From an optimization exercise on the open Yosys and OpenROAD flow, aimed at small area; shortcuts taken in it are not production practice.
Where RTL was checked, it was by simulation tests only, not by an equivalence proof against the original.
Function not checked in runs 3 and 4: the RTL went through the layout flow alone.
Power is estimated from default activity; no workload was simulated.

===== config.mk =====
export PLATFORM = sky130hd
export DESIGN_NAME = stopwatch
export DESIGN_NICKNAME = stopwatch
export VERILOG_FILES = /design/flow/design.v
export SDC_FILE = /design/flow/constraint.sdc
export NUM_CORES = 4
export LEC_CHECK = 0
export CAP_MARGIN = 20
export CORE_MARGIN = 2
export CORE_UTILIZATION = 65
export SLEW_MARGIN = 20

===== constraint.sdc =====
create_clock -name core_clock -period 10.0 [get_ports {clk}]
set_input_delay 2.0000 -clock core_clock [delete_from_list [all_inputs] [get_ports {clk}]]
set_output_delay 2.0000 -clock core_clock [all_outputs]
set_load 0.01 [all_outputs]

===== design.v =====
module fsm
(
    input clk, reset,
    input start,
    input pfinish,
    input stop,
    output logic enable,
    output logic wr,
    output logic view,
    output logic last,
    output logic [3:0] nint,
    output logic [9:0] sel
);
    logic pf_ff, st_ff;
    always_ff @(posedge clk)
    begin
        pf_ff <= pfinish;
        st_ff <= stop;
    end
    wire pe = pfinish & ~pf_ff;
    wire se = stop & ~st_ff;
    logic run;
    logic [3:0] cnt;
    assign enable = run & ~view;
    wire fin = se | (pe & (nint == 4'd9));
    assign last = (cnt == nint);
    wire go = ~view & (run | start);
    wire inter = go & pe & ~(run & fin);
    always_ff @(posedge clk, posedge reset)
        if (reset)
        begin
            run <= 1'b0;
            view <= 1'b0;
            nint <= '0;
            cnt <= '0;
        end
        else
        begin
            if (view)
            begin
                run <= ~run & (pe | se);
                if (~run)
                begin
                    if (pe)
                        cnt <= last ? 4'd0 : cnt + 4'd1;
                    else if (se)
                        cnt <= (cnt == 4'd0) ? nint : cnt - 4'd1;
                end
            end
            else
            begin
                if (run | start)
                    run <= ~fin | ~run;
                if (run & fin)
                    view <= 1'b1;
                if (inter | (run & fin))
                    cnt <= nint;
                if (inter)
                    nint <= nint + 4'd1;
            end
        end
    always_ff @(posedge clk)
        wr <= inter;
    genvar k;
    generate
        for (k = 0; k < 10; k++)
        begin: seldec
            assign sel[k] = (cnt == k);
        end
    endgenerate
endmodule
module enc7
(
    input [3:0] a, b,
    output logic [6:0] c
);
    always_comb
        if (~a[3] & ~b[3])
            c = {1'b0, a[2:0], b[2:0]};
        else if (a[3])
            c = {2'b11, a[0], b[3:0]};
        else
            c = {3'b100, a[2:0], b[0]};
endmodule
module dec7
(
    input [6:0] c,
    output logic [3:0] a, b
);
    always_comb
        if (~c[6])
            {a, b} = {1'b0, c[5:3], 1'b0, c[2:0]};
        else if (c[5])
            {a, b} = {3'b100, c[4], c[3:0]};
        else
            {a, b} = {1'b0, c[3:1], 3'b100, c[0]};
endmodule
module enc6
(
    input [2:0] t,
    input [3:0] u,
    output [5:0] c
);
    assign c = u[3] ? {2'b11, t, u[0]} : {t, u[2:0]};
endmodule
module dec6
(
    input [5:0] c,
    output [2:0] t,
    output [3:0] u
);
    assign {t, u} = (c[5] & c[4]) ? {c[3:1], 3'b100, c[0]} : {c[5:3], 1'b0, c[2:0]};
endmodule
module counters
(
    input logic clk,
    input logic tick,
    input logic reset,
    input logic enable,
    output logic [18:0] code
);
    logic [3:0] h0, h1, s0, m0;
    logic [2:0] s1, m1;
    wire c0 = enable & tick;
    wire c1 = c0 & (h0 == 4'd9);
    wire c2 = c1 & (h1 == 4'd9);
    wire c3 = c2 & (s0 == 4'd9);
    wire c4 = c3 & (s1 == 3'd5);
    wire c5 = c4 & (m0 == 4'd9);
    always_ff @(posedge clk, posedge reset)
        if (reset)
        begin
            h0 <= '0; h1 <= '0; s0 <= '0; s1 <= '0; m0 <= '0; m1 <= '0;
        end
        else
        begin
            if (c0) h0 <= (h0 == 4'd9) ? 4'd0 : h0 + 4'd1;
            if (c1) h1 <= (h1 == 4'd9) ? 4'd0 : h1 + 4'd1;
            if (c2) s0 <= (s0 == 4'd9) ? 4'd0 : s0 + 4'd1;
            if (c3) s1 <= (s1 == 3'd5) ? 3'd0 : s1 + 3'd1;
            if (c4) m0 <= (m0 == 4'd9) ? 4'd0 : m0 + 4'd1;
            if (c5) m1 <= (m1 == 3'd5) ? 3'd0 : m1 + 3'd1;
        end
    enc7 eh (.a(h1), .b(h0), .c(code[6:0]));
    enc6 es (.t(s1), .u(s0), .c(code[12:7]));
    enc6 em (.t(m1), .u(m0), .c(code[18:13]));
endmodule
module clk_div
(
    input logic clk, reset, enable,
    output logic tick
);
    logic [3:0] d;
    assign tick = d[3] & d[1];
    always_ff @(posedge clk, posedge reset)
        if (reset)
            d <= '0;
        else
            d <= ~enable ? 4'd0 : tick ? 4'd1 : d + 4'd1;
endmodule
module blinkgen
(
    input clk,
    input reset,
    output logic blink
);
    logic [6:0] s;
    wire z = (s[5:0] == 6'd0);
    always_ff @(posedge clk, posedge reset)
        if (reset)
        begin
            s <= '0;
            blink <= 1'b0;
        end
        else
        begin
            s <= {s[5:0], s[6] ^ s[5] ^ z};
            if (z & s[6])
                blink <= ~blink;
        end
endmodule
module res_mem
(
    input clk,
    input [9:0] sel,
    input [18:0] wrdata,
    input we,
    input rdmem,
    output logic [18:0] rddata
);
    logic [18:0] data [0:8];
    always_ff @(posedge clk)
        for (int i = 0; i < 9; i++)
            if (we && sel[i])
                data[i] <= wrdata;
    always_comb
    begin
        rddata = rdmem ? 19'd0 : wrdata;
        for (int j = 0; j < 9; j++)
            rddata = rddata | ({19{rdmem & sel[j]}} & data[j]);
    end
endmodule
module view_led
(
    input [3:0] nint,
    input [9:0] sel,
    input blink,
    input view,
    output logic [9:0] led
);
    genvar i;
    generate
        for (i = 0; i < 10; i++)
        begin: ledassign
            assign led[i] = ((nint > i) | (view & (nint == i))) & ~(view & sel[i] & ~blink);
        end
    endgenerate
endmodule
module dig2seg
(
    input logic [3:0] dig,
    output logic [6:0] seg
);
    always_comb
        case (dig)
            4'd0: seg = 7'b1000000;
            4'd1: seg = 7'b1111001;
            4'd2: seg = 7'b0100100;
            4'd3: seg = 7'b0110000;
            4'd4: seg = 7'b0011001;
            4'd5: seg = 7'b0010010;
            4'd6: seg = 7'b0000010;
            4'd7: seg = 7'b1111000;
            4'd8: seg = 7'b0000000;
            4'd9: seg = 7'b0010000;
            default: seg = 7'h7F;
        endcase
endmodule
module display
(
    input logic [18:0] code,
    output logic [6:0] hex0,
    output logic [6:0] hex1,
    output logic [6:0] hex2,
    output logic [6:0] hex3,
    output logic [6:0] hex4,
    output logic [6:0] hex5
);
    logic [3:0] h0, h1, s0, m0;
    logic [2:0] s1, m1;
    dec7 dh (.c(code[6:0]), .a(h1), .b(h0));
    dec6 ds (.c(code[12:7]), .t(s1), .u(s0));
    dec6 dm (.c(code[18:13]), .t(m1), .u(m0));
    dig2seg ds1 (.dig(h0), .seg(hex0));
    dig2seg ds2 (.dig(h1), .seg(hex1));
    dig2seg ds3 (.dig(s0), .seg(hex2));
    dig2seg ds4 (.dig({1'b0, s1}), .seg(hex3));
    dig2seg ds5 (.dig(m0), .seg(hex4));
    dig2seg ds6 (.dig({1'b0, m1}), .seg(hex5));
endmodule
module stopwatch
(
    input clk,
    input reset,
    input start,
    input pfinish,
    input stop,
    output [6:0] hex0,
    output [6:0] hex1,
    output [6:0] hex2,
    output [6:0] hex3,
    output [6:0] hex4,
    output [6:0] hex5,
    output [9:0] led
);
    logic enable, wr, view, last, blink, tick;
    logic [3:0] nint;
    logic [9:0] sel;
    logic [18:0] code, rcode;
    fsm fsm
    (
        .clk(clk),
        .reset(reset),
        .start(start),
        .pfinish(pfinish),
        .stop(stop),
        .enable(enable),
        .wr(wr),
        .view(view),
        .last(last),
        .nint(nint),
        .sel(sel)
    );
    blinkgen bl (.clk(clk), .reset(reset), .blink(blink));
    view_led vl (.nint(nint), .sel(sel), .blink(blink), .view(view), .led(led));
    clk_div cdiv (.clk(clk), .reset(reset), .enable(enable), .tick(tick));
    counters c (.clk(clk), .tick(tick), .reset(reset), .enable(enable), .code(code));
    res_mem rm (.clk(clk), .sel(sel), .wrdata(code), .we(wr), .rdmem(view & ~last), .rddata(rcode));
    display d (.code(rcode), .hex0(hex0), .hex1(hex1), .hex2(hex2), .hex3(hex3), .hex4(hex4), .hex5(hex5));
endmodule

===== flow/run.sh =====
#!/bin/bash
# Standard ORFS layout with area-oriented knobs: small port buffers, small
# clock buffers without dummy loads, abc buffers removed, power recovery
# (downsizing) after global routing.
set -euo pipefail
bash standard.sh \
  'BUFFER_PORTS_ARGS=-buffer_cell sky130_fd_sc_hd__buf_1' \
  'CTS_ARGS=-sink_clustering_enable -repair_clock_nets -dont_use_dummy_load -buf_list sky130_fd_sc_hd__clkbuf_8 -sink_clustering_size 18 -sink_clustering_max_diameter 60' \
  REMOVE_ABC_BUFFERS=1 \
  RECOVER_POWER=100 \
  finish > flow.log 2>&1

===== standard.sh =====
#!/bin/bash
# synth_recipe.tcl (not shown) runs the flow's synth.tcl, then flattens the netlist and writes it again
# the make line also repeats each setting of config.mk as NAME=value (left out here)
make -C /OpenROAD-flow-scripts/flow DESIGN_CONFIG=/design/flow/config.mk WORK_HOME=/design/flow/orfs CLKGATE_MAP_FILE= SYNTH_SCRIPT=/design/flow/synth_recipe.tcl "${@:-finish}"

==> results of run 1 <==
final timing paths:
kind                                  from       endpoint  depth (start not counted)
worst max-delay path            fsm.cnt[0]        hex0[3]                         15
worst min-delay path               bl.s[2]        bl.s[3]                          0
worst max register to register  fsm.cnt[1]  rm.data[0][6]                          5
worst min register to register     bl.s[2]        bl.s[3]                          0
max in group asynchronous            reset        c.m1[2]                          2
min in group asynchronous            reset      cdiv.d[2]                          2
placed cells by master, fill, tap and decap left out, drive strengths merged, types with 13 or more instances in the layout:
cell type / synthesis / layout
edfxtp: 171 / 171
nand2: 74 / 74
buf: 24 / 60
a21oi: 45 / 45
dfrtp: 44 / 44
inv: 41 / 41
nor2: 41 / 41
o21ai: 41 / 41
ha: 33 / 33
clkbuf: 16 / 32
a22oi: 30 / 30
a222oi: 22 / 22
nand3: 19 / 19
and2: 16 / 16
mux2i: 14 / 14
nand2b: 13 / 13
layer usage:
metal  wire [µm]  global-route usage
met1       10300               0.417
met2       12100               0.515
met3        2000              0.0398
met4         397              0.0797
met5           0                   0
power by group through the flow:
stage | clock network (mW) | logic (mW) | registers [mW]
6_report | 0.408 | 1.34 | 1.02
3_5_place_dp | 0 | 1.32 | 1.04
2_1_floorplan | 0 | 0.852 | 1.06
3_3_place_gp | 0 | 1.28 | 1.04
4_1_cts | 0.412 | 1.33 | 1.02
5_1_grt | 0.444 | 1.47 | 1.03
final cells by class:
cell class / count / area [µm²]
Tap cell: 211 / 264
Timing Repair Buffer: 76 / 302
Fill cell: 1135 / 4470
Multi-Input combinational cell: 530 / 3600
Inverter: 42 / 158
Sequential cell: 218 / 6300
Clock buffer: 16 / 220
metrics by stage:
step           setup slack [ps]  hold slack [ps]   util  cell area (µm²)  power [mW]
2_1_floorplan              4620              346      -            10100        1.91
3_3_place_gp               4330              352  0.700            10700        2.32
3_5_place_dp               4220              364  0.701            10700        2.37
4_1_cts                    3680              381  0.715            10900        2.77
5_1_grt                    1810              389  0.708            10800        2.94
6_report                   2170              375  0.708            10800        2.77
state kept, by name, summed over array words and instances, names as in the netlist, 3 cells and up:
name / cells
c.h0: 4
fsm.nint: 4
cdiv.d: 4
c.s1: 3
rm.data: 171
fsm.cnt: 4
bl.s: 7
c.m0: 4
c.h1: 4
c.s0: 4
c.m1: 3
critical path: stages, from the launching register on:
cell and delay (ps):
dfrtp_1 480, inv_1 160, ha_1 160, clkbuf_1 1080, nor3b_1 1280, a222oi_1 310
a21boi_0 200, mux2i_1 480, and2_0 280, inv_1 100, ha_1 200, a21oi_1 130
o21ai_0 100, o211ai_1 130, a21oi_1 70, buf_1 130
cell families after synthesis:
| family | share of synthesized area |
|---|---|
| and+or+nand+nor | 0.120 |
| AOI/OAI and AO/OA | 0.151 |
| DFF | 0.612 |
| buffers and inverters | 0.0331 |
| adders and majority gates | 0.0401 |
| muxes | 0.0253 |
| xor gates and xnor gates | 0.0179 |
==> flow_results.org, run 1 <==
** Pwr
- For this design the ratio of total power to cell area is 256 nW/µm².
- Of the total power, the share spent switching nets is 0.434.
- The share of total power dissipated in combinational logic is 0.483.
- Clock network power share :: 0.147
- Of the total power, registers draw 0.369.
- IR drop worst, VDD :: 0.252 mV
- Cell internal power was estimated by the tool at 1.57 mW.
- Net switching power :: 1.20 mW
- Static Leakage :: 4.35 nW

** Timing
- Final worst path period share :: 0.783
- Based on the critical path, the design can be clocked at up to 128 MHz.
- Setup violations remaining at the end of the flow were counted as 0.
- In the final timing run, aggregate negative setup slack is 0 ps.
- RSZ-0062 raised after global routing :: no
- The number of max-slew violations in the final report is 179.
- Fin. Hold Viols :: 0
- Max-Slew Margin vs Limit :: -0.187
- Counting I/O delays and the setup requirement, the final critical path takes 7830 ps.
- The clock arrives with 37.1 ps of skew.
- For the pin with the worst max-slew slack, the measured transition is 1780 ps.

** Routing
- Once detail routing completed, the nets flagged for antenna violations numbered 0.
- In the routed layout, each cell is associated on average with a via count of 6.50.
- Number of vias after detailed routing :: 7102
- In the routed design, unresolved DRC markers number 0.
- In the final routed layout, each cell accounts on average for 22.8 µm.
- The routed design has 24900 µm of wire.
- Initial detailed-routing violation count :: 953
- 1st-pass router iterations :: 5

** Cells and area
- In the final design database the tool counted 922 nets.
- Antenna fix cells :: 0
- The area growth from synthesis to layout is 5.40%.
- Share of layout cells above drive strength 1 :: 0.0420
- Once layout is complete, the cells apart from fillers number 1093.

** Global routing
- Entering global routing, the biggest net connects 45 pins.
- Global-route wire length before repair :: 38300 µm
- In the global route stage, overall resource usage came out at 0.302.
- The initial antenna violation count is 0.
- Vias in the first global route :: 6905
- Congestion Overflow GR :: 0

** Critical path
- Worst EP arrival :: 5830 ps
- The worst setup path is of the flop to output port kind.
- At the worst endpoint, the required time is 8000 ps.
- Maximum fanout encountered on the critical timing path :: 24
- Startpoint types :: flop
- Register-to-register path setup slack :: 4610 ps
- The worst setup path is captured at an output port.

** Clock tree
- Clock transition at the registers of the reported paths :: 80 ps
- Number of hold buffers added after cts :: 0
- Clock sink count :: 218
- Clock tree root driver cell :: clkbuf_8
- Post-CTS repair changed the size of 0 cells.
- TritonCTS built the clock tree.
- Post-CTS setup-driven buffer insertion count :: 0
- Deepest level of the CTS H-tree :: 1
- Longest Clk Path Bufs :: 3
- In this run, CTS created clock tree buffers numbering 16.
- Clock latency on the worst-skew pair, taken at its later pin, is 520 ps.

** Outcome
- Layout Check Failures :: capacitance limit, slew limit
- The flow ran to the end, but the layout failed its checks.

** Floorplan
- 57 I/O pins were placed.
- Chip Width :: 130 µm
- The initialized floorplan defines 45 standard-cell rows.
- Area of the die :: 16900 µm²
- The total area inside the core boundary comes to 15300 µm².
- Initial core utilization :: 0.672
- Die H :: 130 µm

** Placed design
- The HPWL after detailed placement is 15500 µm.
- Buffers placed on the I/O ports in this run total 56.
- Placed Instances :: 1076
- GP Congestion :: 0.882

** Synthesis
- Most numerous cell types in the synthesized netlist :: edfxtp_1 (171), nand2_1 (73), a21oi_1 (45)
- Most area-hungry cell type in the Yosys netlist :: edfxtp_1
- Of the post-synthesis cell area, the dominant cell type holds 0.499.
- For this run, the register share of the synthesized area comes to 0.612.
- For this run, asynchronously set or reset flops after synthesis account for 0.202.
- Mean instance size in the synthesized netlist :: 12.4 µm²
- For this run, the leading register cell type out of synthesis is edfxtp_1.
- Post-synth EDFFs :: 171
- Number of distinct standard cells referenced by the synthesized netlist :: 75
- Number of flip-flops and latches in the synthesized netlist :: 218
- In the post-synthesis netlist, the cell with the most instances is edfxtp_1.
- In the synthesized netlist, the number of instances is 830.
- YS warnings :: 9
- Area of the mapped netlist :: 10300 µm²
- Most area-consuming cells after synthesis :: edfxtp_1 (50%), dfrtp_1 (11%), ha_1 (4.0%), nand2_1 (2.7%), a21oi_1 (2.2%)

** Worst hold path
- The min-delay analysis places its worst path in the category flop to flop.

** Flow run
- Total of max-cap violations :: 9
==> run 2, diff against run 1 <==
==> flow/run.sh (replaced) <==
#!/bin/bash
# Standard ORFS layout with area-oriented knobs:
#  - synthesis: the standard flow's synthesis script with the combinational mapping done by
#    an area-oriented ABC script (flow/area.abc) and no adder extraction;
#    registers are mapped exactly as in the standard synthesis
#  - small port buffers, small clock buffers without dummy loads
# Each tool's output goes to the ORFS logs under orfs/logs; make's output to flow.log.
set -euo pipefail
W=$(pwd)
export AREA_ABC_SCRIPT=$W/flow/area.abc
bash standard.sh \
  SYNTH_SCRIPT=$W/flow/mysynth.tcl \
  ADDER_MAP_FILE= \
  'BUFFER_PORTS_ARGS=-buffer_cell sky130_fd_sc_hd__buf_1' \
  'CTS_ARGS=-sink_clustering_enable -repair_clock_nets -dont_use_dummy_load -buf_list sky130_fd_sc_hd__clkbuf_8 -sink_clustering_size 18 -sink_clustering_max_diameter 60' \
  finish > flow.log 2>&1
==> flow/area.abc (new file) <==
strash
&get -n
&deepsyn -T 30
&dch -f
&nf -R 1000
&put
==> flow/mysynth.tcl (new file) <==
proc synth {args} { yosys synth -nofsm -noshare {*}$args }
# map the combinational logic with an area-oriented ABC script
proc abc {args} {
  set i [lsearch -exact $args -script]
  if {$i >= 0} { lset args [expr {$i + 1}] $::env(AREA_ABC_SCRIPT) }
  set j [lsearch -exact $args -D]
  if {$j >= 0} { set args [lreplace $args $j [expr {$j + 1}]] }
  yosys abc {*}$args
}
source $::env(SCRIPTS_DIR)/synth.tcl
# left out here: clear keep_hierarchy, flatten, clean up, hide names made inside functions, write 1_2_yosys.v
==> flow_results.org, run 2 <==
** Floorplan
- The width of the die came to 121 µm (-6.8%).
- Area of the die :: 14600 µm² (-13%)
- The effective utilization at floorplan was 0.669 (-0.00270).
- The number of top-level pins is 57 (unchanged).
- Standard cell core area :: 13300 µm² (-13%)
- The number of placement rows is 42 (-6.7%).
- Die H :: 121 µm (-6.8%)

** Timing
- Total setup violations reported at the end of the flow :: 0 (unchanged)
- Setup repair after global routing left no endpoint under its margin.
- Final worst path period share :: 0.653 (-0.130)
- The sum of negative setup slack was 0 ps (unchanged).
- Worst-case setup margin in the final layout :: 3470 ps (+1300 ps)
- The transition time at the pin with the least slew margin came to 994 ps (-784 ps).
- Worst clock skew on the final layout :: 42.2 ps (+5.05 ps)
- Max-slew violations :: 0 (-100%)
- Fin. Hold Viols :: 0 (unchanged)
- The max-slew headroom at the worst pin came to 0.338 (+0.525).
- Minimum period implied by the final worst setup slack :: 6530 ps (-1300 ps)
- Maximum clock rate :: 153 MHz (+20%)

** Clock tree
- The number of CTS-inserted buffers was 16 (unchanged).
- Clock tree root driver cell :: clkbuf_8
- Longest Clk Path Bufs :: 3 (unchanged)
- Post-CTS setup-driven buffer insertion count :: 0 (unchanged)
- The clock-pin slew of the registers on the worst-case setup and hold paths is 90 ps (about the same).
- The total number of H-tree levels came to 1 (unchanged).
- Post-CTS Resized :: 0 (unchanged)
- Insertion delay of the later-clocked pin in the worst-skew pair :: 500 ps (-20 ps)
- TritonCTS built the clock tree.
- Clock sink count :: 218 (unchanged)
- Number of hold buffers added after cts :: 0 (unchanged)

** Critical path
- Critical path class :: flop to output port
- Maximum fanout encountered on the critical timing path :: 13 (-46%)
- Startpoint types :: flop
- The arrival time of data at the critical path endpoint is 4530 ps (-1300 ps).
- The worst setup path is captured at an output port.
- The critical path data required time came to 8000 ps (about the same).

** Global routing
- Congestion Overflow GR :: 0 (unchanged)
- Overall routing resource usage :: 0.289 (-0.0133)
- Global-route wire length before repair :: 32100 µm (-16%)
- Vias in the first global route :: 6013 (-13%)
- Antenna violations before repair :: 0 (unchanged)
- Largest net degree at the start of global routing :: 45 (unchanged)

** Synthesis
- Most area-hungry cell type in the Yosys netlist :: edfxtp_1
- Number of flip-flops and latches in the synthesized netlist :: 218 (unchanged)
- Sorting the synthesized cells by how often they occur yields edfxtp_1 (171), nor2_1 (69), nand2_1 (50).
- The number of standard cells after synthesis is 643 (-23%).
- Number of distinct standard cells referenced by the synthesized netlist :: 35 (-53%)
- Portion of the post-synthesis area used by sequential elements :: 0.708 (+0.0958)
- Ranked by total cell area, the synthesized netlist is headed by edfxtp_1 (58%), dfrtp_1 (12%), a222oi_1 (4.3%), nor2_1 (2.9%), nand2_1 (2.1%).
- The synthesis warning total was 9 (unchanged).
- Most common cell in the synthesized netlist :: edfxtp_1
- Top cell type's share of synthesized area :: 0.577 (+0.0781)
- The synthesized area per cell is 13.8 µm² (+12%).
- Post-synth ARST share :: 0.202 (unchanged)
- Area of the mapped netlist :: 8900 µm² (-14%)
- Post-synth EDFFs :: 171 (unchanged)
- The most used flip-flop cell after synthesis is edfxtp_1.

** Placed design
- GP Congestion :: 0.937 (+6.3%)
- Total half-perimeter wirelength after legalization and detailed placement :: 13100 µm (-16%)
- Pre-CTS WS :: 4060 ps (-155 ps)
- Total of buffers placed on input and output ports :: 56 (unchanged)

** Cells and area
- Multi-input gate area :: 2530 µm² (-30%)
- Flip-flop count of the largest register after layout :: 171 (unchanged)
- The area occupied by registers is 6300 µm² (unchanged).
- Commonest non-fill, non-tap cell in the layout :: edfxtp_1
- Most flops, register :: rm.data
- Share of layout cells above drive strength 1 :: 0.0575 (+0.0155)
- Most frequent cells in the layout :: edfxtp_1 (171), nor2_1 (61), buf_1 (56)
- Fill count :: 842 (-26%)
- The number of nets in the finished design came to 738 (-20%).
- The antenna cell count came to 0 (unchanged).
- The largest registers in the layout are rm.data (171), bl.s (7).
- Synth-to-layout area growth :: 8.90%

** Pwr
- Ratio of total power to cell area :: 313 nW/µm² (+22%)
- Clock network power share :: 0.131 (-0.016)
- The register share of total power is 0.366 (-0.003).
- Cell-internal power :: 1.71 mW (+9.2%)
- The switching part of the total is 0.435 (+0.000625).
- IR drop worst, VDD :: 0.254 mV (+0.81%)
- Relative contribution of combinational cells to total power :: 0.503 (+0.020)
- The standby leakage power came to 3.14 nW (-28%).
- Net switching power :: 1.32 mW (+9.5%)

** Routing
- Initial detailed-routing violation count :: 922 (-3.3%)
- The residual DRC count was 0 (unchanged).
- DR WL/cell :: 22.8 µm (+0.19%)
- Number of vias after detailed routing :: 6013 (-15%)
- Final wirelength :: 20700 µm (-17%)
- The length of the first detailed-routing pass in iterations was 8 (+3).
- The average vias per placed instance is 6.63 (+2.0%).
- The final antenna-violating net count came to 0 (unchanged).

** Outcome
- The flow ran to the end and the layout has no timing, DRC or antenna violations.

** Worst hold path
- Class of the tightest hold or removal check :: flop to flop

** Flow run
- Total of max-cap violations :: 0 (-9)
## run 2: final cells by class
class	instances	share of cell area
Sequential cell	218	0.650
Inverter	24	0.00930
Timing Repair Buffer	72	0.0341
Tap cell	176	0.0227
Clock buffer	16	0.0227
Multi-Input combinational cell	401	0.261
## run 2: path summary, 6_finish.rpt
path,start,endpoint,slack [ps],cells past startpoint
min in group asynchronous,reset,bl.s[5],1690,2
min reg2reg,bl.s[2],bl.s[3],380,0
max reg2reg,fsm.view,c.m1[1],5310,18
min,bl.s[2],bl.s[3],380,0
max in group asynchronous,reset,fsm.cnt[2],7680,2
max,fsm.nint[0],hex3[1],3470,15
## run 2: per-layer routing
layer	global-route usage	share of wire	vias up
met5	0	0	-
met4	0.0879	0.020	0
met3	0.0465	0.097	40
met2	0.480	0.49	329
met1	0.398	0.39	2935
li1	-	-	2709
## run 2: kinds of logic after synthesis
logic type,share of synthesized area
muxes,0.0150
xor gates and xnor gates,0.0177
buffers and inverters,0.0101
and+or+nand+nor,0.111
AOI/OAI and AO/OA,0.138
DFF,0.708
## run 2: power by group through the flow
stage                     sequential [mW]  combinational, mW  clock [mW]
after CTS                            1.11               1.52       0.401
after global placement               1.12               1.46           0
final                                1.11               1.52       0.395
after floorplan                      1.11               1.01           0
after global routing                 1.12               1.67       0.438
after detailed placement             1.13               1.51           0
## run 2: metrics by stage
stage / util / instance area [µm²] / hold slack, ps / cells / power (mW)
after global routing: 0.729 / 9690 / 413 / 907 / 3.23
after detailed placement: 0.712 / 9470 / 363 / 891 / 2.64
after floorplan: - / 8900 / 346 / 643 / 2.11
after CTS: 0.729 / 9690 / 387 / 907 / 3.02
after global placement: 0.712 / 9470 / 353 / 891 / 2.58
final: 0.729 / 9690 / 383 / 907 / 3.03
## run 2: critical path: stages (launching register included)
cell,delay [ps]
dfrtp_1,540
xnor2_1,200
nand4_1,140
and2_0,190
nand2_1,130
nor2_1,600
buf_4,350
a222oi_1,110
and3_1,270
nor2_1,300
mux2_1,430
nor2_1,220
a211oi_1,110
a21o_1,210
nor2_1,100
buf_1,160
==> run 3, diff against run 2 <==
--- a/design.v
+++ b/design.v
@@ -119,14 +119,25 @@
     input logic enable,
     output logic [18:0] code
 );
+    function automatic [3:0] inc9(input [3:0] d);
+        inc9 = {(d[3] & ~d[0]) | (d[2] & d[1] & d[0]),
+                d[2] ^ (d[1] & d[0]),
+                ~d[3] & (d[1] ^ d[0]),
+                ~d[0]};
+    endfunction
+    function automatic [2:0] inc5(input [2:0] t);
+        inc5 = {(t[1] & t[0]) | (t[2] & ~t[0]),
+                ~t[2] & (t[1] ^ t[0]),
+                ~t[0]};
+    endfunction
     logic [3:0] h0, h1, s0, m0;
     logic [2:0] s1, m1;
     wire c0 = enable & tick;
-    wire c1 = c0 & (h0 == 4'd9);
-    wire c2 = c1 & (h1 == 4'd9);
-    wire c3 = c2 & (s0 == 4'd9);
-    wire c4 = c3 & (s1 == 3'd5);
-    wire c5 = c4 & (m0 == 4'd9);
+    wire c1 = c0 & h0[3] & h0[0];
+    wire c2 = c1 & h1[3] & h1[0];
+    wire c3 = c2 & s0[3] & s0[0];
+    wire c4 = c3 & s1[2] & s1[0];
+    wire c5 = c4 & m0[3] & m0[0];
     always_ff @(posedge clk, posedge reset)
         if (reset)
         begin
@@ -134,12 +145,12 @@
         end
         else
         begin
-            if (c0) h0 <= (h0 == 4'd9) ? 4'd0 : h0 + 4'd1;
-            if (c1) h1 <= (h1 == 4'd9) ? 4'd0 : h1 + 4'd1;
-            if (c2) s0 <= (s0 == 4'd9) ? 4'd0 : s0 + 4'd1;
-            if (c3) s1 <= (s1 == 3'd5) ? 3'd0 : s1 + 3'd1;
-            if (c4) m0 <= (m0 == 4'd9) ? 4'd0 : m0 + 4'd1;
-            if (c5) m1 <= (m1 == 3'd5) ? 3'd0 : m1 + 3'd1;
+            if (c0) h0 <= inc9(h0);
+            if (c1) h1 <= inc9(h1);
+            if (c2) s0 <= inc9(s0);
+            if (c3) s1 <= inc5(s1);
+            if (c4) m0 <= inc9(m0);
+            if (c5) m1 <= inc5(m1);
         end
     enc7 eh (.a(h1), .b(h0), .c(code[6:0]));
     enc6 es (.t(s1), .u(s0), .c(code[12:7]));
@@ -236,6 +247,79 @@
             default: seg = 7'h7F;
         endcase
 endmodule
+module seg60
+(
+    input [5:0] c,
+    output logic [13:0] s
+);
+    always_comb
+        case (c)
+            6'd0: s = 14'd8256;
+            6'd1: s = 14'd8313;
+            6'd2: s = 14'd8228;
+            6'd3: s = 14'd8240;
+            6'd4: s = 14'd8217;
+            6'd5: s = 14'd8210;
+            6'd6: s = 14'd8194;
+            6'd7: s = 14'd8312;
+            6'd8: s = 14'd15552;
+            6'd9: s = 14'd15609;
+            6'd10: s = 14'd15524;
+            6'd11: s = 14'd15536;
+            6'd12: s = 14'd15513;
+            6'd13: s = 14'd15506;
+            6'd14: s = 14'd15490;
+            6'd15: s = 14'd15608;
+            6'd16: s = 14'd4672;
+            6'd17: s = 14'd4729;
+            6'd18: s = 14'd4644;
+            6'd19: s = 14'd4656;
+            6'd20: s = 14'd4633;
+            6'd21: s = 14'd4626;
+            6'd22: s = 14'd4610;
+            6'd23: s = 14'd4728;
+            6'd24: s = 14'd6208;
+            6'd25: s = 14'd6265;
+            6'd26: s = 14'd6180;
+            6'd27: s = 14'd6192;
+            6'd28: s = 14'd6169;
+            6'd29: s = 14'd6162;
+            6'd30: s = 14'd6146;
+            6'd31: s = 14'd6264;
+            6'd32: s = 14'd3264;
+            6'd33: s = 14'd3321;
+            6'd34: s = 14'd3236;
+            6'd35: s = 14'd3248;
+            6'd36: s = 14'd3225;
+            6'd37: s = 14'd3218;
+            6'd38: s = 14'd3202;
+            6'd39: s = 14'd3320;
+            6'd40: s = 14'd2368;
+            6'd41: s = 14'd2425;
+            6'd42: s = 14'd2340;
+            6'd43: s = 14'd2352;
+            6'd44: s = 14'd2329;
+            6'd45: s = 14'd2322;
+            6'd46: s = 14'd2306;
+            6'd47: s = 14'd2424;
+            6'd48: s = 14'd8192;
+            6'd49: s = 14'd8208;
+            6'd50: s = 14'd15488;
+            6'd51: s = 14'd15504;
+            6'd52: s = 14'd4608;
+            6'd53: s = 14'd4624;
+            6'd54: s = 14'd6144;
+            6'd55: s = 14'd6160;
+            6'd56: s = 14'd3200;
+            6'd57: s = 14'd3216;
+            6'd58: s = 14'd2304;
+            6'd59: s = 14'd2320;
+            6'd60: s = 14'd3200;
+            6'd61: s = 14'd3216;
+            6'd62: s = 14'd2304;
+            6'd63: s = 14'd2320;
+        endcase
+endmodule
 module display
 (
     input logic [18:0] code,
@@ -246,17 +330,12 @@
     output logic [6:0] hex4,
     output logic [6:0] hex5
 );
-    logic [3:0] h0, h1, s0, m0;
-    logic [2:0] s1, m1;
+    logic [3:0] h0, h1;
     dec7 dh (.c(code[6:0]), .a(h1), .b(h0));
-    dec6 ds (.c(code[12:7]), .t(s1), .u(s0));
-    dec6 dm (.c(code[18:13]), .t(m1), .u(m0));
     dig2seg ds1 (.dig(h0), .seg(hex0));
     dig2seg ds2 (.dig(h1), .seg(hex1));
-    dig2seg ds3 (.dig(s0), .seg(hex2));
-    dig2seg ds4 (.dig({1'b0, s1}), .seg(hex3));
-    dig2seg ds5 (.dig(m0), .seg(hex4));
-    dig2seg ds6 (.dig({1'b0, m1}), .seg(hex5));
+    seg60 ss (.c(code[12:7]), .s({hex3, hex2}));
+    seg60 sm (.c(code[18:13]), .s({hex5, hex4}));
 endmodule
 module stopwatch
 (
--- a/config.mk
+++ b/config.mk
@@ -8,4 +8,5 @@
 export CAP_MARGIN = 20
 export CORE_MARGIN = 2
 export CORE_UTILIZATION = 65
+export GPL_TIMING_DRIVEN = 0
 export SLEW_MARGIN = 20
==> flow_results.org, run 3 <==
** Pwr
- The power per unit of standard cell area came to 326 nW/µm² (+4.1%).
- Static Leakage :: 2.91 nW (-7.4%)
- IR drop worst, VDD :: 0.276 mV (+8.3%)

** Timing
- Worst clock skew on the final layout :: 44.4 ps (+2.25 ps)
- RSZ-0062 raised after global routing :: no
- Final worst path period share :: 0.647 (-0.00525)
- The hold slack was 350 ps (-33.6 ps).
- The max-slew headroom at the worst pin was 0.292 (-0.0454).
- Total setup violations reported at the end of the flow :: 0 (unchanged)
- Max-slew violations :: 0 (unchanged)
- Maximum clock rate :: 154 MHz (+0.81%)
- Minimum period implied by the final worst setup slack :: 6470 ps (-52.5 ps)
- The final count of hold timing violations came to 0 (unchanged).
- Slew at the pin closest to its max-slew limit :: 1060 ps (+68.0 ps)
- The sum of negative setup slack was 0 ps (unchanged).

** Critical path
- Worst EP arrival :: 4470 ps (-60 ps)
- STA classifies the critical path endpoint as an output port.
- Critical path class :: flop to output port
- Source of the worst register-to-register timing path :: fsm.view
- The worst stage delay on the critical path is 920 ps (+320 ps).
- Levels on crit path :: 14 (-1)
- The most critical setup path has its startpoint at fsm.nint[3].
- The largest fanout on the critical path came to 19 (+6).
- Broken down by cell family, the worst path's largest delay share belongs to simple AND/OR/NAND/NOR gates.
- Data required time of the worst path :: 8000 ps (about the same)
- Number of cells on the worst reg-to-reg path :: 10 (-8)
- The worst setup path is launched from a flop.
- The buffer and inverter count on the worst path was 1 (-1).
- Walking the worst path, the cells encountered are xnor2_1, nand4_1, and2_0, and3_1, a222oi_1, and3_1, and3_1, o21ai_0, nand2_1, o21ai_0, a21o_1, o31ai_1, nor2_1, buf_1.
- For this design, the slowest cell found on the critical path is and3_1.
- Most used cell along the critical path :: and3_1

** Synthesis
- The synthesized area per cell came to 14.2 µm² (+2.6%).
- Area of the mapped netlist :: 8830 µm² (-0.72%)
- The sequential cell area fraction in the yosys report came to 0.713 (+0.00511).
- Top cell type's share of synthesized area :: 0.581 (+0.00417)
- The async set or reset register ratio after synthesis is 0.202 (unchanged).
- The count of flip-flops with a built-in enable after synthesis was 171 (unchanged).
- YS warnings :: 10 (+1)
- Yosys instantiated no cell more often than edfxtp_1.
- Flip-flop cell with the highest count after synthesis :: edfxtp_1
- Cell count after synthesis :: 622 (-3.3%)
- The number of distinct library cells after synthesis was 44 (+26%).
- Most numerous cell types in the synthesized netlist :: edfxtp_1 (171), nor2_1 (68), dfrtp_1 (44)
- Most area-consuming cells after synthesis :: edfxtp_1 (58%), dfrtp_1 (12%), a222oi_1 (4.2%), nor2_1 (2.9%), xnor2_1 (2.0%)
- Number of flip-flops and latches in the synthesized netlist :: 218 (unchanged)
- Most area-hungry cell type in the Yosys netlist :: edfxtp_1

** Cells and area
- Antenna fix cells :: 0 (unchanged)
- The number of flip-flops in the largest register is 171 (unchanged).
- The number of nets in the finished design is 709 (-3.9%).
- Leaving out fill and tap cells, the most frequent cell in the layout is edfxtp_1.
- The proportion of layout cells with a drive suffix above 1 came to 0.0627 (+0.00522).
- Most frequent cells in the layout :: edfxtp_1 (171), buf_1 (56), nor2_1 (52)
- Ranked by flip-flop count, first place goes to rm.data.
- The final-layout fill cell count came to 898 (+6.7%).
- The final standard cell utilization of the core is 0.731 (+0.00270).
- Top Registers :: rm.data (171), bl.s (7)
- Synth-to-layout area growth :: 9.66%
- Final cell count without fillers :: 878 (-3.2%)
- Final instance area :: 9690 µm² (about the same)

** Clock tree
- The later-pin clock latency in the skew report came to 520 ps (+20 ps).
- Post-CTS Resized :: 0 (unchanged)
- Number of buffers created by CTS :: 16 (unchanged)
- Deepest level of the CTS H-tree :: 1 (unchanged)
- Clock transition at the registers of the reported paths :: 100 ps (about the same)
- Clock tree from TritonCTS :: yes
- Post-CTS setup-driven buffer insertion count :: 0 (unchanged)
- The number of hold-repair buffers added at the cts stage is 0 (unchanged).
- The number of clock sinks seen by CTS is 218 (unchanged).
- Clock tree synthesis selected as its root buffer the cell clkbuf_8.
- Longest Clk Path Bufs :: 3 (unchanged)

** Worst hold path
- The path class of the tightest hold or removal check is flop to flop.
- Startpoint of the worst hold path :: bl.s[0]
- Hold Path Depth :: 0 (unchanged)

** Global routing
- The total overflow reported by the global router came to 0 (unchanged).
- Global-route wire length before repair :: 30500 µm (-4.9%)
- The via count of the first global-routing pass is 5599 (-6.9%).
- Overall routing resource usage :: 0.277 (-0.0117)
- The largest net degree at the start of global routing was 42 (-6.7%).
- Antenna violations before repair :: 0 (unchanged)

** Floorplan
- Area of the die :: 14500 µm² (-0.70%)
- Number of placement rows :: 42 (unchanged)
- Initial core utilization :: 0.667 (-0.00216)
- Die H :: 121 µm (-0.35%)
- Chip Width :: 121 µm (-0.35%)
- The floorplan core area came to 13200 µm² (-0.40%).
- Count of pins on the block boundary :: 57 (unchanged)

** Routing
- Initial detailed-routing violation count :: 707 (-23%)
- Final wirelength :: 19800 µm (-4.3%)
- The wire length per cell after detailed routing was 22.5 µm (-1.2%).
- The detailed-route via count is 5796 (-3.6%).
- Number of DRC violations after detailed routing :: 0 (unchanged)
- Via density :: 6.60 (-0.43%)
- 1st-pass router iterations :: 6 (-2)
- Remaining antenna violation count :: 0 (unchanged)

** Placed design
- The half-perimeter wire length after placement came to 12300 µm (-6.5%).
- The number of placed instances with taps included was 862 (-3.3%).
- Placed cell area :: 9460 µm² (about the same)
- Total of buffers placed on input and output ports :: 56 (unchanged)
- GP Congestion :: 0.870 (-7.2%)

** Flow run
- The number of max-cap violations is 0 (unchanged).

** Outcome
- Status :: timing/DRC/antenna clean
[run 3: path summary, 6_finish.rpt]
| check | slack [ps] | to |
|---|---|---|
| hold / removal | 350 | bl.s[1] |
| max in group asynchronous | 8250 | fsm.cnt[0] |
| setup reg to reg | 6400 | flop |
| min in group asynchronous | 1310 | async pin |
| hold reg to reg | 350 | bl.s[1] |
| setup / recovery | 3530 | hex1[1] |
[run 3: kinds of logic (layout without fill, tap and decap cells)]
kind of cell / after synthesis / count (layout) / synth area share
multiplexers: 11 / 11 / 0.0140
buffers and inverters: 21 / 101 / 0.00977
flip-flops: 218 / 218 / 0.713
XOR/XNOR: 22 / 22 / 0.0218
AO/OA/AOI/OAI: 157 / 157 / 0.138
AND/OR/NAND/NOR: 193 / 193 / 0.104
[run 3: report_power, final]
part           internal, mW  switching (mW)  total, mW  leakage, nW
combinational         0.659            1.10       1.76         1.02
sequential            0.972          0.0204      0.992         1.78
clock                 0.145           0.255      0.400        0.115
total                  1.78            1.38       3.15         2.91
[run 3: per-stage QoR]
stage | power [mW] | setup WS, ps
detailed placement | 2.77 | 4130
global placement | 2.67 | 3390
floorplan | 2.21 | 4660
finish | 3.15 | 3530
CTS | 3.16 | 3560
global route | 3.37 | 3160
[run 3: area by class of cell]
cell class	instances	area, µm²	area share
timing repair buffer	64	320	0.0331
sequential	218	6300	0.650
tap	176	220	0.0227
buffer	2	15.0	0.00155
multi-input combinational	383	2540	0.262
clock buffer	16	220	0.0227
inverter	19	72.6	0.00749
[run 3: routing by layer]
| layer | part of all wire | track usage |
|---|---|---|
| met1 | 0.41 | 0.395 |
| met2 | 0.49 | 0.462 |
| met3 | 0.085 | 0.0358 |
| met4 | 0.016 | 0.0719 |
| met5 | 0 | 0 |
[run 3: worst register-to-register path, cell delays in order, from the launching register on]
cell	delay (ps)
dfrtp_1	540
clkinv_1	220
nand2_1	90
nor2_1	200
and2_0	370
and3_1	410
and3_1	390
and4_1	340
and2_0	390
nand3_1	210
mux2_1	340
==> run 4, diff against run 3 <==
--- a/config.mk
+++ b/config.mk
@@ -5,8 +5,8 @@
 export SDC_FILE = /design/flow/constraint.sdc
 export NUM_CORES = 4
 export LEC_CHECK = 0
-export CAP_MARGIN = 20
+export CAP_MARGIN = 5
 export CORE_MARGIN = 2
 export CORE_UTILIZATION = 65
 export GPL_TIMING_DRIVEN = 0
-export SLEW_MARGIN = 20
+export SLEW_MARGIN = 5
==> flow_results.org, run 4 <==
** Global routing
- Met3 Resource Use GR :: 0.0335 (-0.00236)
- The via count of the first global-routing pass came to 5596 (-0.054%).
- The met1 global-route usage was 0.389 (-0.00523).
- The initial antenna violation count is 0 (unchanged).
- Largest net degree at the start of global routing :: 45 (+7.1%)
- Layer carrying the most global-route usage :: met2
- The global-route track usage on met2 came to 0.451 (-0.0113).
- The global-route total usage across every layer is 0.274 (-0.00313).
- The first-pass GRT wire length is 30300 µm (-0.61%).
- The total overflow reported by the global router came to 0 (unchanged).

** Timing
- Fin. Hold Viols :: 0 (unchanged)
- Minimum period implied by the final worst setup slack :: 6440 ps (-38.5 ps)
- Final worst path period share :: 0.644 (-0.00385)
- RSZ-0062 raised after global routing :: no
- Worst clock skew on the final layout :: 25.8 ps (-18.6 ps)
- Total setup violations reported at the end of the flow :: 0 (unchanged)
- The maximum achievable frequency was 155 MHz (+0.60%).
- Setup TNS :: 0 ps (unchanged)
- Slew at the pin closest to its max-slew limit :: 1180 ps (+113 ps)
- The number of max-slew violations in the final report is 0 (unchanged).
- The max-slew headroom at the worst pin was 0.217 (-0.0756).

** Cells and area
- Multi-input gate area :: 2490 µm² (-1.8%)
- Fill count :: 866 (-3.6%)
- Fin nets :: 716 (+0.99%)
- The area occupied by registers came to 6300 µm² (unchanged).
- The proportion of layout cells with a drive suffix above 1 was 0.0705 (+0.00784).
- Commonest non-fill, non-tap cell in the layout :: edfxtp_1
- Final cell count without fillers :: 885 (+0.80%)
- Most frequent cells in the layout :: edfxtp_1 (171), buf_1 (56), nor2_1 (52)
- Top Registers :: rm.data (171), bl.s (7)
- Synth-to-layout area growth :: 11.3%
- Flip-flop count of the largest register after layout :: 171 (unchanged)
- The antenna cell count is 0 (unchanged).
- Most flops, register :: rm.data
- The final instance area is 9830 µm² (+1.5%).

** Clock tree
- Insertion delay of the later-clocked pin in the worst-skew pair :: 490 ps (-30 ps)
- Post-CTS Resized :: 0 (unchanged)
- The number of clock sinks seen by CTS is 218 (unchanged).
- Number of buffers created by CTS :: 16 (unchanged)
- Clock tree from TritonCTS :: yes
- Longest Clk Path Bufs :: 3 (unchanged)
- Deepest level of the CTS H-tree :: 1 (unchanged)
- Number of hold buffers added after cts :: 0 (unchanged)
- CTS placed an instance of clkbuf_8 at the clock tree root.
- The post-CTS setup buffer count was 0 (unchanged).
- Clock transition at the registers of the reported paths :: 100 ps (about the same)

** Synthesis
- YS warnings :: 10 (unchanged)
- The post-synthesis sequential element count came to 218 (unchanged).
- The number of standard cells after synthesis came to 622 (unchanged).
- Combinational family with the most area after synthesis :: compound AO/OA/AOI/OAI gates
- The top cell type's share of synthesized area is 0.581 (unchanged).
- Xor/xnor share of the synthesized area :: 0.0218 (unchanged)
- Most common cell in the synthesized netlist :: edfxtp_1
- The number of distinct library cells after synthesis was 44 (unchanged).
- Post-synth EDFFs :: 171 (unchanged)
- Proportion of synthesized area in mux cells :: 0.0140 (unchanged)
- Flip-flop cell with the highest count after synthesis :: edfxtp_1
- Most numerous cell types in the synthesized netlist :: edfxtp_1 (171), nor2_1 (68), dfrtp_1 (44)
- Compound-gate portion of the synthesized area :: 0.138 (unchanged)
- The area of the mapped netlist is 8830 µm² (unchanged).
- Most area-hungry cell type in the Yosys netlist :: edfxtp_1
- Portion of the post-synthesis area used by sequential elements :: 0.713 (unchanged)
- The synthesized area per cell was 14.2 µm² (unchanged).
- After synthesis, the cell types taking the most area are edfxtp_1 (58%), dfrtp_1 (12%), a222oi_1 (4.2%), nor2_1 (2.9%), xnor2_1 (2.0%).
- The async set or reset register ratio after synthesis came to 0.202 (unchanged).
- The post-synthesis simple-gate area fraction is 0.104 (unchanged).
- The share of synthesized cell area in full adder, half adder and majority cells came to 0 (unchanged).

** Floorplan
- Standard cell core area :: 13200 µm² (unchanged)
- Count of pins on the block boundary :: 57 (unchanged)
- The width of the die was 121 µm (unchanged).
- Number of placement rows :: 42 (unchanged)
- The height of the chip was 121 µm (unchanged).
- Area of the die :: 14500 µm² (unchanged)
- Initial core utilization :: 0.667 (unchanged)

** Placed design
- Total of buffers placed on input and output ports :: 56 (unchanged)
- The number of placed instances with taps included was 869 (+0.81%).
- Placed cell area :: 9610 µm² (+1.5%)
- Total half-perimeter wirelength after legalization and detailed placement :: 12800 µm (+4.7%)
- The final weighted congestion in routability-driven placement came to 0.870 (unchanged).

** Critical path
- List of cells traversed by the critical path :: xnor2_1, nand4_1, and2_0, and3_1, a222oi_1, and3_1, and3_1, o21ai_0, nand2_1, o21ai_0, a21o_1, o31ai_1, nor2_1, buf_1
- The critical path data required time was 8000 ps (about the same).
- Slowest stage cell, crit path :: and3_1
- STA classifies the critical path endpoint as an output port.
- Most used cell along the critical path :: and3_1
- Worst EP arrival :: 4440 ps (-30 ps)
- By startpoint and endpoint, the worst setup path is classified as flop to output port.
- Startpoint types :: flop
- The largest fanout on the critical path came to 19 (unchanged).
- Worst path max stage delay :: 900 ps (-20 ps)

** Flow run
- The number of max-cap violations was 0 (unchanged).

** Routing
- DR WL/cell :: 22.1 µm (-1.7%)
- Remaining antenna violation count :: 0 (unchanged)
- The final routed wirelength across all metal layers was 19600 µm (-0.90%).
- Number of vias after detailed routing :: 5884 (+1.5%)
- The number of design-rule violations left by the first detailed-router iteration is 742 (+5.0%).
- 1st-pass router iterations :: 7 (+1)
- The residual DRC count came to 0 (unchanged).
- Via density :: 6.65 (+0.72%)

** Pwr
- Sw frac :: 0.433 (-0.00347)
- Net switching power :: 1.38 mW (+0.26%)
- The maximum vdd ir drop was 0.276 mV (+0.29%).
- The standby leakage power came to 2.99 nW (+2.7%).
- Ratio of total power to cell area :: 324 nW/µm² (-0.42%)
- Part of the power in registers :: 0.311 (-0.004)
- The clock group share of total power was 0.124 (-0.003).
- The overall power consumption is 3.19 mW (+1.1%).
- Cell-internal power :: 1.81 mW (+1.7%)
- Relative contribution of combinational cells to total power :: 0.564 (+0.005)

** Worst hold path
- Class of the tightest hold or removal check :: flop to flop

** Outcome
- Status :: timing/DRC/antenna clean
## run 4: cell counts after synthesis
Identical to the previous run, type by type.
## run 4: power by group through the flow
| stage | logic (mW) | clock network, mW | registers [mW] |
|---|---|---|---|
| global route | 1.96 | 0.430 | 0.994 |
| global placement | 1.66 | 0 | 1.01 |
| floorplan | 1.20 | 0 | 1.01 |
| detailed placement | 1.79 | 0 | 1.01 |
| finish | 1.80 | 0.397 | 0.992 |
| CTS | 1.79 | 0.399 | 0.991 |
## run 4: cell families after synthesis
family / Yosys count
flip-flops: 218
AND/OR/NAND/NOR: 193
AO/OA/AOI/OAI: 157
XOR/XNOR: 22
multiplexers: 11
buffers and inverters: 21
## run 4: cell type report
type                       instances  area share
inverter                          19     0.00738
timing repair buffer              71      0.0519
multi-input combinational        383       0.254
buffer                             2     0.00153
sequential                       218       0.641
tap                              176      0.0224
clock buffer                      16      0.0224
## run 4: worst max-delay path: cells and delay by family (launching register included)
family | cells | cell delay, ps
flops | 1 | 640
xor+xnor | 1 | 120
compound gates | 5 | 980
buf+inv | 1 | 150
simple gates | 7 | 2040
## run 4: final timing paths
kind                              from    endpoint  slack, ps  cells after the start
min                            bl.s[0]     bl.s[1]        370                      0
max in group asynchronous        reset  fsm.cnt[0]       7930                      2
max                        fsm.nint[3]     hex1[1]       3560                     14
min reg2reg                    bl.s[0]     bl.s[1]        370                      0
max reg2reg                   fsm.view        flop       6390                     10
min in group asynchronous        reset     c.s1[0]       1590                      2
## run 4: metrics by stage
stage	hold WS [ps]	worst slack, ps	utilization
after floorplan	346	4660	-
after global placement	358	3390	0.699
final	370	3560	0.742
after global routing	375	3260	0.742
after CTS	372	3570	0.742
after detailed placement	360	4160	0.726
## run 4: metal layers
| layer | part of all wire | vias up | wire (µm) |
|---|---|---|---|
| met5 | 0 | - | 0 |
| met2 | 0.49 | 272 | 9600 |
| li1 | - | 2656 | - |
| met1 | 0.40 | 2922 | 7920 |
| met4 | 0.024 | 0 | 465 |
| met3 | 0.082 | 34 | 1610 |
==> run 5, diff against run 4 <==
--- a/design.v
+++ b/design.v
@@ -53,8 +53,8 @@
                     run <= ~fin | ~run;
                 if (run & fin)
                     view <= 1'b1;
-                if (inter | (run & fin))
-                    cnt <= nint;
+                if (wr)
+                    cnt <= cnt + 4'd1;
                 if (inter)
                     nint <= nint + 4'd1;
             end
@@ -69,18 +69,72 @@
         end
     endgenerate
 endmodule
-module enc7
+module counter100
 (
-    input [3:0] a, b,
+    input logic clk, reset, inc,
     output logic [6:0] c
 );
-    always_comb
-        if (~a[3] & ~b[3])
-            c = {1'b0, a[2:0], b[2:0]};
-        else if (a[3])
-            c = {2'b11, a[0], b[3:0]};
-        else
-            c = {3'b100, a[2:0], b[0]};
+    function automatic [3:0] inc9(input [3:0] d);
+        inc9 = {(d[3] & ~d[0]) | (d[2] & d[1] & d[0]),
+                d[2] ^ (d[1] & d[0]),
+                ~d[3] & (d[1] ^ d[0]),
+                ~d[0]};
+    endfunction
+    always_ff @(posedge clk, posedge reset)
+        if (reset)
+            c <= '0;
+        else if (inc)
+        begin
+            if (~c[6])
+            begin
+                if (c[2:0] == 3'd7)
+                    c <= {3'b100, c[5:3], 1'b0};
+                else
+                    c[2:0] <= c[2:0] + 3'd1;
+            end
+            else if (~c[5])
+            begin
+                if (~c[0])
+                    c[0] <= 1'b1;
+                else if (c[3:1] == 3'd7)
+                    c <= 7'b1100000;
+                else
+                    c <= {1'b0, c[3:1] + 3'd1, 3'b000};
+            end
+            else
+            begin
+                if (~(c[3] & c[0]))
+                    c[3:0] <= inc9(c[3:0]);
+                else if (~c[4])
+                    c <= 7'b1110000;
+                else
+                    c <= 7'b0000000;
+            end
+        end
+endmodule
+module counter60
+(
+    input logic clk, reset, inc,
+    output logic [5:0] c
+);
+    wire [2:0] t = c[3:1];
+    always_ff @(posedge clk, posedge reset)
+        if (reset)
+            c <= '0;
+        else if (inc)
+        begin
+            if (~(c[5] & c[4]))
+            begin
+                if (c[2:0] == 3'd7)
+                    c <= {2'b11, c[5:3], 1'b0};
+                else
+                    c[2:0] <= c[2:0] + 3'd1;
+            end
+            else if (~c[0])
+                c[0] <= 1'b1;
+            else
+                c <= {(t[1] & t[0]) | (t[2] & ~t[0]), ~t[2] & (t[1] ^ t[0]), ~t[0], 3'b000};
+        end
 endmodule
 module dec7
 (
@@ -95,22 +149,6 @@
         else
             {a, b} = {1'b0, c[3:1], 3'b100, c[0]};
 endmodule
-module enc6
-(
-    input [2:0] t,
-    input [3:0] u,
-    output [5:0] c
-);
-    assign c = u[3] ? {2'b11, t, u[0]} : {t, u[2:0]};
-endmodule
-module dec6
-(
-    input [5:0] c,
-    output [2:0] t,
-    output [3:0] u
-);
-    assign {t, u} = (c[5] & c[4]) ? {c[3:1], 3'b100, c[0]} : {c[5:3], 1'b0, c[2:0]};
-endmodule
 module counters
 (
     input logic clk,
@@ -119,55 +157,25 @@
     input logic enable,
     output logic [18:0] code
 );
-    function automatic [3:0] inc9(input [3:0] d);
-        inc9 = {(d[3] & ~d[0]) | (d[2] & d[1] & d[0]),
-                d[2] ^ (d[1] & d[0]),
-                ~d[3] & (d[1] ^ d[0]),
-                ~d[0]};
-    endfunction
-    function automatic [2:0] inc5(input [2:0] t);
-        inc5 = {(t[1] & t[0]) | (t[2] & ~t[0]),
-                ~t[2] & (t[1] ^ t[0]),
-                ~t[0]};
-    endfunction
-    logic [3:0] h0, h1, s0, m0;
-    logic [2:0] s1, m1;
+    logic [6:0] h;
+    logic [5:0] s, m;
     wire c0 = enable & tick;
-    wire c1 = c0 & h0[3] & h0[0];
-    wire c2 = c1 & h1[3] & h1[0];
-    wire c3 = c2 & s0[3] & s0[0];
-    wire c4 = c3 & s1[2] & s1[0];
-    wire c5 = c4 & m0[3] & m0[0];
-    always_ff @(posedge clk, posedge reset)
-        if (reset)
-        begin
-            h0 <= '0; h1 <= '0; s0 <= '0; s1 <= '0; m0 <= '0; m1 <= '0;
-        end
-        else
-        begin
-            if (c0) h0 <= inc9(h0);
-            if (c1) h1 <= inc9(h1);
-            if (c2) s0 <= inc9(s0);
-            if (c3) s1 <= inc5(s1);
-            if (c4) m0 <= inc9(m0);
-            if (c5) m1 <= inc5(m1);
-        end
-    enc7 eh (.a(h1), .b(h0), .c(code[6:0]));
-    enc6 es (.t(s1), .u(s0), .c(code[12:7]));
-    enc6 em (.t(m1), .u(m0), .c(code[18:13]));
+    wire c1 = c0 & h[6] & h[5] & h[4] & h[3] & h[0];
+    wire c2 = c1 & s[5] & s[4] & s[3] & s[1] & s[0];
+    counter100 ch (.clk(clk), .reset(reset), .inc(c0), .c(h));
+    counter60 cs (.clk(clk), .reset(reset), .inc(c1), .c(s));
+    counter60 cm (.clk(clk), .reset(reset), .inc(c2), .c(m));
+    assign code = {m, s, h};
 endmodule
 module clk_div
 (
-    input logic clk, reset, enable,
+    input logic clk, enable,
     output logic tick
 );
     logic [3:0] d;
     assign tick = d[3] & d[1];
-    always_ff @(posedge clk, posedge reset)
-        if (reset)
-            d <= '0;
-        else
-            d <= ~enable ? 4'd0 : tick ? 4'd1 : d + 4'd1;
+    always_ff @(posedge clk)
+        d <= ~enable ? 4'd0 : tick ? 4'd1 : d + 4'd1;
 endmodule
 module blinkgen
 (
@@ -372,7 +380,7 @@
     );
     blinkgen bl (.clk(clk), .reset(reset), .blink(blink));
     view_led vl (.nint(nint), .sel(sel), .blink(blink), .view(view), .led(led));
-    clk_div cdiv (.clk(clk), .reset(reset), .enable(enable), .tick(tick));
+    clk_div cdiv (.clk(clk), .enable(enable), .tick(tick));
     counters c (.clk(clk), .tick(tick), .reset(reset), .enable(enable), .code(code));
     res_mem rm (.clk(clk), .sel(sel), .wrdata(code), .we(wr), .rdmem(view & ~last), .rddata(rcode));
     display d (.code(rcode), .hex0(hex0), .hex1(hex1), .hex2(hex2), .hex3(hex3), .hex4(hex4), .hex5(hex5));
--- a/config.mk
+++ b/config.mk
@@ -5,8 +5,7 @@
 export SDC_FILE = /design/flow/constraint.sdc
 export NUM_CORES = 4
 export LEC_CHECK = 0
-export CAP_MARGIN = 5
+export CAP_MARGIN = 20
 export CORE_MARGIN = 2
 export CORE_UTILIZATION = 65
-export GPL_TIMING_DRIVEN = 0
-export SLEW_MARGIN = 5
+export SLEW_MARGIN = 20
==> flow_results.org, run 5 <==
** Outcome
- The run finished with no timing, DRC or antenna violations.

** Critical path
- The arrival time of data at the critical path endpoint is 5280 ps (+840 ps).
- Critical path class :: flop to output port
- The largest fanout on the critical path is 24 (+5).
- Startpoint types :: flop
- Source of the worst register-to-register timing path :: fsm.view
- The depth of the worst register-to-register path is 9 (-1).
- STA classifies the critical path endpoint as an output port.
- The worst register-to-register path ends at c.cm.c[3].
- Register-to-register path setup slack :: 6420 ps (+30 ps)
- The critical path data required time came to 8000 ps (about the same).

** Global routing
- Global-route wire length before repair :: 31200 µm (+3.0%)
- The via count of the first global-routing pass came to 5769 (+3.1%).
- Largest net degree at the start of global routing :: 38 (-16%)
- The global-route total usage across every layer was 0.285 (+0.0110).
- The initial antenna violation count came to 0 (unchanged).
- The total overflow reported by the global router is 0 (unchanged).

** Routing
- The final antenna-violating net count is 0 (unchanged).
- Final wirelength :: 20400 µm (+4.2%)
- Number of DRC violations after detailed routing :: 0 (unchanged)
- Initial detailed-routing violation count :: 780 (+5.1%)
- The average vias per placed instance came to 6.76 (+1.6%).
- The length of the first detailed-routing pass in iterations came to 8 (+1).
- The wire length per cell after detailed routing was 22.8 µm (+3.1%).
- The detailed-route via count is 6041 (+2.7%).

** Clock tree
- Longest Clk Path Bufs :: 3 (unchanged)
- Post-CTS setup-driven buffer insertion count :: 0 (unchanged)
- The post-CTS resize count came to 0 (unchanged).
- The clock-pin slew of the registers on the worst-case setup and hold paths is 110 ps (about the same).
- TritonCTS built the clock tree.
- The number of hold-repair buffers added at the cts stage came to 0 (unchanged).
- The later-pin clock latency in the skew report is 500 ps (about the same).
- Clock tree root driver cell :: clkbuf_8
- Clock sink count :: 215 (-1.4%)
- Number of buffers created by CTS :: 16 (unchanged)
- Deepest level of the CTS H-tree :: 1 (unchanged)

** Placed design
- GP Congestion :: 0.893 (+2.7%)
- The half-perimeter wire length after placement came to 12800 µm (about the same).
- The post-placement setup slack is 3350 ps (-814 ps).
- Total of buffers placed on input and output ports :: 56 (unchanged)

** Timing
- The post-route worst setup slack is 2720 ps (-849 ps).
- The final number of setup-violating endpoints was 0 (unchanged).
- Max-slew violations :: 0 (unchanged)
- Worst clock skew on the final layout :: 45.4 ps (+19.6 ps)
- RSZ-0062 raised after global routing :: no
- The sum of negative setup slack came to 0 ps (unchanged).
- Slew at the pin closest to its max-slew limit :: 1130 ps (-44.7 ps)
- Maximum clock rate :: 137 MHz (-12%)
- The max-slew headroom at the worst pin is 0.245 (+0.0279).
- Final worst path period share :: 0.728 (+0.0849)
- Minimum period implied by the final worst setup slack :: 7280 ps (+849 ps)
- The final count of hold timing violations came to 0 (unchanged).

** Synthesis
- The top cell type's share of synthesized area came to 0.590 (+0.00895).
- The synthesis warning total is 10 (unchanged).
- Portion of the post-synthesis area used by sequential elements :: 0.713 (about the same)
- The number of distinct library cells after synthesis is 44 (unchanged).
- Most numerous cell types in the synthesized netlist :: edfxtp_1 (171), nor2_1 (66), nand2_1 (62)
- The post-synthesis sequential element count was 215 (-1.4%).
- In the post-synthesis netlist, the biggest area contributors are edfxtp_1 (59%), dfrtp_1 (11%), a222oi_1 (4.0%), nor2_1 (2.8%), nand2_1 (2.7%).
- The count of flip-flops with a built-in enable after synthesis came to 171 (unchanged).
- For this run, the leading register cell type out of synthesis is edfxtp_1.
- Summed over all instances, the cell type with the most area after synthesis is edfxtp_1.
- Most common cell in the synthesized netlist :: edfxtp_1
- Post-synth ARST share :: 0.172 (-0.0297)
- Area of the mapped netlist :: 8700 µm² (-1.5%)
- Mean instance size in the synthesized netlist :: 13.7 µm² (-3.2%)
- Cell count after synthesis :: 633 (+1.8%)

** Cells and area
- More flip-flops sit in one register than any other, and that register is rm.data.
- Most frequent cells in the layout :: edfxtp_1 (171), nor2_1 (62), nand2_1 (62)
- The number of nets in the finished design came to 725 (+1.3%).
- Synth-to-layout area growth :: 9.00%
- The largest registers in the layout are rm.data (171), bl.s (7), c.ch.c (7).
- The number of flip-flops in the largest register was 171 (unchanged).
- The proportion of layout cells with a drive suffix above 1 is 0.0543 (-0.0162).
- Commonest non-fill, non-tap cell in the layout :: edfxtp_1
- The antenna cell count is 0 (unchanged).

** Worst hold path
- The worst hold path belongs to the class flop to flop.
- The worst hold path depth is 0 (unchanged).
- Worst hold endpoint :: bl.s[5]
- Startpoint of the worst hold path :: bl.s[4]

** Pwr
- Ratio of total power to cell area :: 277 nW/µm² (-14%)
- The maximum vdd ir drop came to 0.181 mV (-35%).
- Static Leakage :: 3.43 nW (+15%)

** Floorplan
- The number of placement rows was 42 (unchanged).
- The die area is 14300 µm² (-1.5%).
- Initial core utilization :: 0.662 (-0.00485)
- The floorplan core area came to 13100 µm² (-0.79%).
- The height of the chip was 120 µm (-0.73%).
- The number of top-level pins came to 57 (unchanged).
- The width of the die came to 120 µm (-0.73%).

** Flow run
- Total of max-cap violations :: 0 (unchanged)
[run 5: final cells by class]
cell class                 instances  area, µm²
sequential                       215       6200
fill                             881       3660
multi-input combinational        403       2470
timing repair buffer              71        323
clock buffer                      16        220
tap                              176        220
inverter                          13       48.8
[run 5: kinds of logic (layout without fill, tap and decap cells)]
logic type | Yosys count | count (layout) | share of synthesized area
AO/OA/AOI/OAI | 152 | 152 | 0.133
XOR/XNOR | 13 | 13 | 0.0131
buffers and inverters | 15 | 100 | 0.00734
flip-flops | 215 | 215 | 0.713
multiplexers | 3 | 3 | 0.00388
AND/OR/NAND/NOR | 235 | 235 | 0.130
[run 5: where the power goes]
part           total, mW  switching [mW]  internal (mW)
Clock              0.394           0.249          0.145
Combinational       1.23           0.817          0.409
Sequential          1.01          0.0418          0.968
[run 5: layer usage]
metal,vias up,share of wire,global-route usage,wire length (µm)
li1,2688,-,-,-
met1,2933,0.38,0.387,7760
met2,367,0.50,0.489,10300
met3,53,0.089,0.0366,1810
met4,0,0.028,0.0868,570
met5,-,0,0,0
[run 5: through the flow]
step	instance area [µm²]	power, mW	std cells	hold WS [ps]	util
2_1_floorplan	8700	1.82	633	346	-
3_3_place_gp	9260	2.19	878	359	0.705
3_5_place_dp	9260	2.23	878	353	0.705
4_1_cts	9480	2.61	894	384	0.722
5_1_grt	9480	2.77	894	405	0.722
6_report	9480	2.63	894	386	0.722
[run 5: worst max path at each step]
stage / cells past startpoint / slack, ps / from / end
floorplan: 14 / 3290 / fsm.nint[3] / hex1[4]
global placement: 15 / 3550 / fsm.nint[3] / hex1[4]
detailed placement: 15 / 3350 / fsm.cnt[3] / hex1[4]
CTS: 15 / 2820 / fsm.nint[3] / hex1[4]
global route: 15 / 2370 / fsm.nint[3] / hex1[4]
finish: 15 / 2720 / fsm.cnt[3] / hex1[4]
[run 5: critical path, cell delays in order, from the launching register on]
cell,delay (ps)
dfrtp_1,630
xnor2_1,130
nand4_1,150
nand2_1,670
nor4_2,950
buf_4,350
a221oi_1,90
and3_1,200
nor2b_1,180
a22oi_1,340
and2_0,260
nor2_1,70
o32ai_1,290
and2_0,210
nand2b_1,110
buf_1,150

==> afterwards: timing with drivers on the ports <==
Ports are ideal in the flow. The routed layouts listed here were re-timed in OpenROAD.
Step 1 (the two cells are an assumption about what drives the block):
set clk [get_ports {clk}]
set_driving_cell -lib_cell sky130_fd_sc_hd__clkbuf_16 $clk
set_driving_cell -lib_cell sky130_fd_sc_hd__buf_2 [delete_from_list [all_inputs] $clk]
Step 2, shift: input delay + t, output delay - t, t = (earliest + latest rising clock arrival at the registers) / 2. This alone moves slack from input paths to output paths.
Slacks: no drivers / after step 1 / after step 2; pairs: no drivers / after step 1.
| run | t (ns) | setup WS [ns] | worst setup path after step 2 | clock arrival spread, ns | worst data-port slew with drivers (ns) |
|---|---|---|---|---|---|
| run 1 | 0.547 | 2.171 / 2.131 / 2.678 | register to output | 0.038 / 0.038 | 0.03 |
| run 2 | 0.512 | 3.474 / 3.437 / 3.948 | register to output | 0.045 / 0.045 | 0.04 |
| run 3 | 0.530 | 3.527 / 3.489 / 4.019 | register to output | 0.045 / 0.045 | 0.03 |
| run 4 | 0.519 | 3.565 / 3.527 / 4.046 | register to output | 0.025 / 0.026 | 0.03 |
| run 5 | 0.512 | 2.716 / 2.681 / 3.193 | register to output | 0.046 / 0.046 | 0.03 |
